From an optimization exercise on the open Yosys and OpenROAD flow, aimed at small area, a short achievable clock period and few clock cycles per item; shortcuts taken in it are not production practice.
Power is estimated from default activity; no workload was simulated.

## north
==> flow/design.v (excerpt) <==
module alu #(
    parameter INST_W = 4,
    parameter INT_W  = 6,
    parameter FRAC_W = 10,
    parameter DATA_W = INT_W + FRAC_W
)(
    input                      i_clk,
    input                      i_rst_n,
    input                      i_in_valid,
    output                     o_busy,
    input         [INST_W-1:0] i_inst,
    input  signed [DATA_W-1:0] i_data_a,
    input  signed [DATA_W-1:0] i_data_b,
    output                     o_out_valid,
    output        [DATA_W-1:0] o_data
);
integer i;
reg        ready_q;    
reg        v1;
reg [3:0]  inst1;
reg [15:0] a1, b1;
reg [15:0] asel1;      
reg [15:0] aen1;       
reg [15:0] accw;       
reg [7:0]  enc_one, enc_two, enc_neg;
reg [1:0]  icode;      
wire sp_c1 = (i_data_a[15:11] == 5'b00000);             
wire sp_c5 = !i_data_a[15] && !sp_c1;                   
wire sp_c2 = (i_data_a[15:10] == 6'b111111);            
wire sp_c3 = (i_data_a[15:10] == 6'b111110);            
wire sp_c4 = (i_data_a[15:10] == 6'b111101);            
wire [15:0] sp_k = sp_c1 ? 16'd10922 :
                   sp_c2 ? 16'd5461  :
                   sp_c3 ? 16'd3641  :
                   sp_c4 ? 16'd1820  :
                   sp_c5 ? 16'd16384 : 16'd0;
wire        in_sp = (i_inst == 4'd4);
wire [16:0] bx_in = {i_data_b, 1'b0};
wire [16:0] bx_sp = {sp_k, 1'b0};
wire        take = i_in_valid && ready_q;
assign o_busy = !ready_q;
always @(posedge i_clk or negedge i_rst_n) begin
    if (!i_rst_n) begin
        ready_q <= 1'b0;
        v1     <= 1'b0;
    end else begin
        ready_q <= 1'b1;
        v1     <= take;
    end
end
always @(posedge i_clk) begin
    inst1 <= i_inst;
    a1    <= i_data_a;
    b1    <= i_data_b;
  ...
Settings: LEC_CHECK=0, CAP_MARGIN=20, CORE_MARGIN=2, CORE_UTILIZATION=40, SLEW_MARGIN=20, TNS_END_PERCENT=10, BUFFER_PORTS_ARGS=-buffer_cell sky130_fd_sc_hd__buf_2, CTS_ARGS=-sink_clustering_enable -repair_clock_nets -dont_use_dummy_load -sink_clustering_size 22 -sink_clustering_max_diameter 120, SETUP_SLACK_MARGIN=6.2; clock period 10.0 ns.
standard.sh (not shown) runs the stock make flow with config.mk's settings and CLKGATE_MAP_FILE= SYNTH_SCRIPT=/design/flow/synth_recipe.tcl, a recipe that flattens the netlist after the stock synthesis.
==> flow/flow/run.sh <==
#!/bin/bash
cd "$(dirname "$0")/.."
cat >> config.mk <<'EOC'
export TNS_END_PERCENT = 10
export BUFFER_PORTS_ARGS = -buffer_cell sky130_fd_sc_hd__buf_2
export CTS_ARGS = -sink_clustering_enable -repair_clock_nets -dont_use_dummy_load -sink_clustering_size 22 -sink_clustering_max_diameter 120
EOC
cp config.mk config_cts.mk
echo "export SETUP_SLACK_MARGIN = 6.55" >> config.mk
bash standard.sh cts > standard_cts.log 2>&1
cp config_cts.mk config.mk
echo "export SETUP_SLACK_MARGIN = 6.2" >> config.mk
bash standard.sh finish > standard.log 2>&1
Inputs modified between north and south:
-- flow/design.v --
<<< north, line 21
reg [15:0] a1, b1;
reg [15:0] asel1;      
reg [15:0] aen1;       
reg [15:0] accw;       
reg [7:0]  enc_one, enc_two, enc_neg;
reg [1:0]  icode;      
>>> south, line 21
reg [15:0] a1, b1;
reg [15:0] asel1;      
reg [7:0]  enc_one, enc_two, enc_neg;
reg [1:0]  icode;      
<<< north, line 53
    a1    <= i_data_a;
    b1    <= i_data_b;
    for (i = 0; i < 16; i = i + 1) begin
        asel1[i] <= take && (i_inst == 4'd3) && (i_data_a[3:0] == i);
        aen1[i]  <= take && (i_inst == 4'd3) && (i_data_a[3:0] == i) && (accw[i] || asel1[i]);
    end
    icode <= !in_sp ? 2'd0 : (sp_c1 || sp_c2) ? 2'd1 : sp_c3 ? 2'd2 : sp_c4 ? 2'd3 : 2'd0;
    for (i = 0; i < 8; i = i + 1) begin
>>> south, line 51
    a1    <= i_data_a;
    b1    <= i_data_b;
    for (i = 0; i < 16; i = i + 1)
        asel1[i] <= take && (i_inst == 4'd3) && (i_data_a[3:0] == i);
    icode <= !in_sp ? 2'd0 : (sp_c1 || sp_c2) ? 2'd1 : sp_c3 ? 2'd2 : sp_c4 ? 2'd3 : 2'd0;
    for (i = 0; i < 8; i = i + 1) begin
<<< north, line 76
reg [9:0]  acc_lo [0:15];
reg [9:0]  acc_hi [0:15];
reg [9:0]  lo_cur, hi_arr;
always @(*) begin
>>> south, line 72
reg [9:0]  acc_lo [0:15];
reg [9:0]  acc_hi [0:15];
reg [15:0] accw;
reg [9:0]  lo_cur, hi_arr;
always @(*) begin
<<< north, line 81
    hi_arr = 10'd0;
    for (i = 0; i < 16; i = i + 1) begin
        lo_cur = lo_cur | ({10{aen1[i]}} & acc_lo[i]);
        hi_arr = hi_arr | ({10{aen1[i]}} & acc_hi[i]);
    end
end
>>> south, line 78
    hi_arr = 10'd0;
    for (i = 0; i < 16; i = i + 1) begin
        lo_cur = lo_cur | ({10{asel1[i] & accw[i]}} & acc_lo[i]);
        hi_arr = hi_arr | ({10{asel1[i] & accw[i]}} & acc_hi[i]);
    end
end
Notes after the runs:
Wire length of the first global-routing pass is lower on north
Per the comparison of south with north, post-synthesis instance area decreased by about 2.2% relative to the old numbers, sequential cell area fraction in the yosys report flat.
south vs north: met3 wirelength from detailed routing down in south
Register count in south is lower than in north.
All of north and south finish clean.
No functional check of the RTL was part of any run of this note.

========
Setup of old:
Another version of the RTL of alu (not shown whole).
Size: about 2400 cells after synthesis, ~510 flip-flops, about 28000 um2 of cells after synthesis.
// alu
module alu #(
    parameter INST_W = 4,
    parameter INT_W  = 6,
    parameter FRAC_W = 10,
    parameter DATA_W = INT_W + FRAC_W
)(
    input                      i_clk,
    input                      i_rst_n,
    input                      i_in_valid,
    output                     o_busy,
    input         [INST_W-1:0] i_inst,
    input  signed [DATA_W-1:0] i_data_a,
    input  signed [DATA_W-1:0] i_data_b,
    output                     o_out_valid,
    output        [DATA_W-1:0] o_data
);
Settings: LEC_CHECK=0, CAP_MARGIN=20, CORE_MARGIN=2, CORE_UTILIZATION=40, SLEW_MARGIN=20, TNS_END_PERCENT=10, BUFFER_PORTS_ARGS=-buffer_cell sky130_fd_sc_hd__buf_2, CTS_ARGS=-sink_clustering_enable -repair_clock_nets -dont_use_dummy_load -sink_clustering_size 22 -sink_clustering_max_diameter 120, SETUP_SLACK_MARGIN=6.3; clock period 10.0 ns.
==> flow/flow/run.sh <==
#!/bin/bash
cd "$(dirname "$0")/.."
cat >> config.mk <<'EOC'
export TNS_END_PERCENT = 10
export BUFFER_PORTS_ARGS = -buffer_cell sky130_fd_sc_hd__buf_2
export CTS_ARGS = -sink_clustering_enable -repair_clock_nets -dont_use_dummy_load -sink_clustering_size 22 -sink_clustering_max_diameter 120
EOC
cp config.mk config_cts.mk
echo "export SETUP_SLACK_MARGIN = 7" >> config.mk
bash standard.sh cts > standard_cts.log 2>&1
cp config_cts.mk config.mk
echo "export SETUP_SLACK_MARGIN = 6.3" >> config.mk
bash standard.sh finish > standard.log 2>&1
old completed end to end with timing, DRC and antenna clean.
Modified inputs, new compared to old
--- a/flow/design.v
+++ b/flow/design.v
@@ -65,40 +65,39 @@
         enc_one[i] <= op_bx[2*i+1] ^ op_bx[2*i];
         enc_two[i] <= (op_bx[2*i+2] & ~op_bx[2*i+1] & ~op_bx[2*i]) | (~op_bx[2*i+2] & op_bx[2*i+1] & op_bx[2*i]);
         enc_neg[i] <= op_bx[2*i+2];
     end
 end
 reg        v2;
 reg [1:0]  kind2;      
 reg [15:0] x2;         
 reg [23:0] m0, m1;     
 reg        mc;         
-reg [3:0]  idx2;       
-reg        acc2;       
-reg [9:0]  hi_pre2;    
+reg [15:0] asel2;
+reg [9:0]  hi_rd2;     
 reg        ac2;        
+reg [5:0]  bh2;        
 reg [9:0]  acc_lo [0:15];
 reg [9:0]  acc_hi [0:15];
 reg [15:0] accw;
 reg [9:0]  lo_cur, hi_arr;
 always @(*) begin
     lo_cur = 10'd0;
     hi_arr = 10'd0;
     for (i = 0; i < 16; i = i + 1) begin
         lo_cur = lo_cur | ({10{asel1[i] & accw[i]}} & acc_lo[i]);
         hi_arr = hi_arr | ({10{asel1[i] & accw[i]}} & acc_hi[i]);
     end
 end
-wire       hi_fwd = acc2 && asel1[idx2];
+wire       hi_fwd = |(asel1 & asel2);
 wire [9:0] hi_sum;
 wire [9:0] hi_cur = hi_fwd ? hi_sum : hi_arr;
-wire [9:0] hi_pre = hi_cur + {{4{b1[15]}}, b1[15:10]};
 wire [10:0] lo_sum = {1'b0, lo_cur} + {1'b0, b1[9:0]};
 always @(posedge i_clk) begin
     for (i = 0; i < 16; i = i + 1)
         if (asel1[i]) acc_lo[i] <= lo_sum[9:0];
 end
 always @(posedge i_clk or negedge i_rst_n) begin
     if (!i_rst_n) accw <= 16'd0;
     else          accw <= accw | asel1;
 end
 wire is_acc = (kind1 == 2'd1);
@@ -554,31 +553,31 @@
 always @(posedge i_clk or negedge i_rst_n) begin
     if (!i_rst_n) v2 <= 1'b0;
     else          v2 <= v1;
 end
 always @(posedge i_clk) begin
     kind2 <= kind1;
     x2    <= is_acc ? {6'd0, lo_sum[9:0]} : simple;
     m0    <= mr0[31:8];
     m1    <= mr1[31:8];
     mc    <= mlow[8];
-    idx2  <= a1[3:0];
-    acc2  <= |asel1;
-    hi_pre2 <= hi_pre;
+    asel2 <= asel1;
+    hi_rd2 <= hi_cur;
     ac2   <= lo_sum[10];
+    bh2   <= b1[15:10];
 end
 reg        vo;
 reg [15:0] out_q;
-assign hi_sum = hi_pre2 + {9'd0, ac2};
+assign hi_sum = hi_rd2 + {{4{bh2[5]}}, bh2} + {9'd0, ac2};
 always @(posedge i_clk) begin
     for (i = 0; i < 16; i = i + 1)
-        if (acc2 && idx2 == i) acc_hi[i] <= hi_sum;
+        if (asel2[i]) acc_hi[i] <= hi_sum;
 end
 wire [23:0] t = m0 + m1 + {23'd0, mc};
 wire [15:0] mul_r = (t[23:17] == 7'h00 || t[23:17] == 7'h7f) ? t[17:2] :
                     t[23] ? 16'h8000 : 16'h7fff;
 wire [15:0] acc_r = (hi_sum[9:5] == 5'h00 || hi_sum[9:5] == 5'h1f) ? {hi_sum[5:0], x2[9:0]} :
                     hi_sum[9] ? 16'h8000 : 16'h7fff;
 always @(posedge i_clk or negedge i_rst_n) begin
     if (!i_rst_n) vo <= 1'b0;
     else          vo <= v2;
 end
## What came out
Total power of new is on par with old.
Comparing number of synthesized register bits for old and new, the smaller number came from old.
Looking at final period demand of the worst path across both flows, new is the stronger of the two, with old trailing.
On remaining design rule violation count, old tracks new almost exactly.
Post-place setup slack, old and new: larger value in old
When new is set beside old, its clock-buffer cell count turns out to be 1 larger.
Number of buffers added by the clock tree synthesis step, new vs old: up by a few percent
On new: layout overhead on the synthesized area is 1.1 points lower than what old gave.
Between old and new, the share of the clock period used by the worst path figures differ only marginally.
The higher overall track demand over capacity in global routing came out of old.
old → new: number of gates resized after cts higher; worst reg-to-reg path cell count lower; via count lower.
No run of this note included a check of the RTL's function; only the layout flow was run.

==> port drivers added, routing unchanged <==
In the flow no input, the clock included, has a driving cell. The finished layouts below were timed again as built, in two steps.
Step 1 assumes that a clkbuf_16 drives the clock port and a buf_2 every other input.
Step 2 adds t to the input delays and takes it off the output delays; t is the mean of the earliest and latest rising clock arrival at the registers after step 1. Input paths then give back, and output paths get back, about the clock's delay inside the block.
Slacks: ideal / step 1 / step 2; pairs: ideal / step 1.
run	shift t [ns]	setup WS [ns]	worst setup path after step 2
north	0.662	6.269 / 6.269 / 6.269	register to register
south	0.637	6.435 / 6.435 / 6.248	input to register
old	0.642	6.551 / 6.551 / 6.075	input to register
new	0.654	6.560 / 6.560 / 6.016	input to register
After both steps every run listed still meets setup and hold. The setup slack of new, which loses most, moves by 0.000 ns with the drivers and by -0.544 ns with both steps.
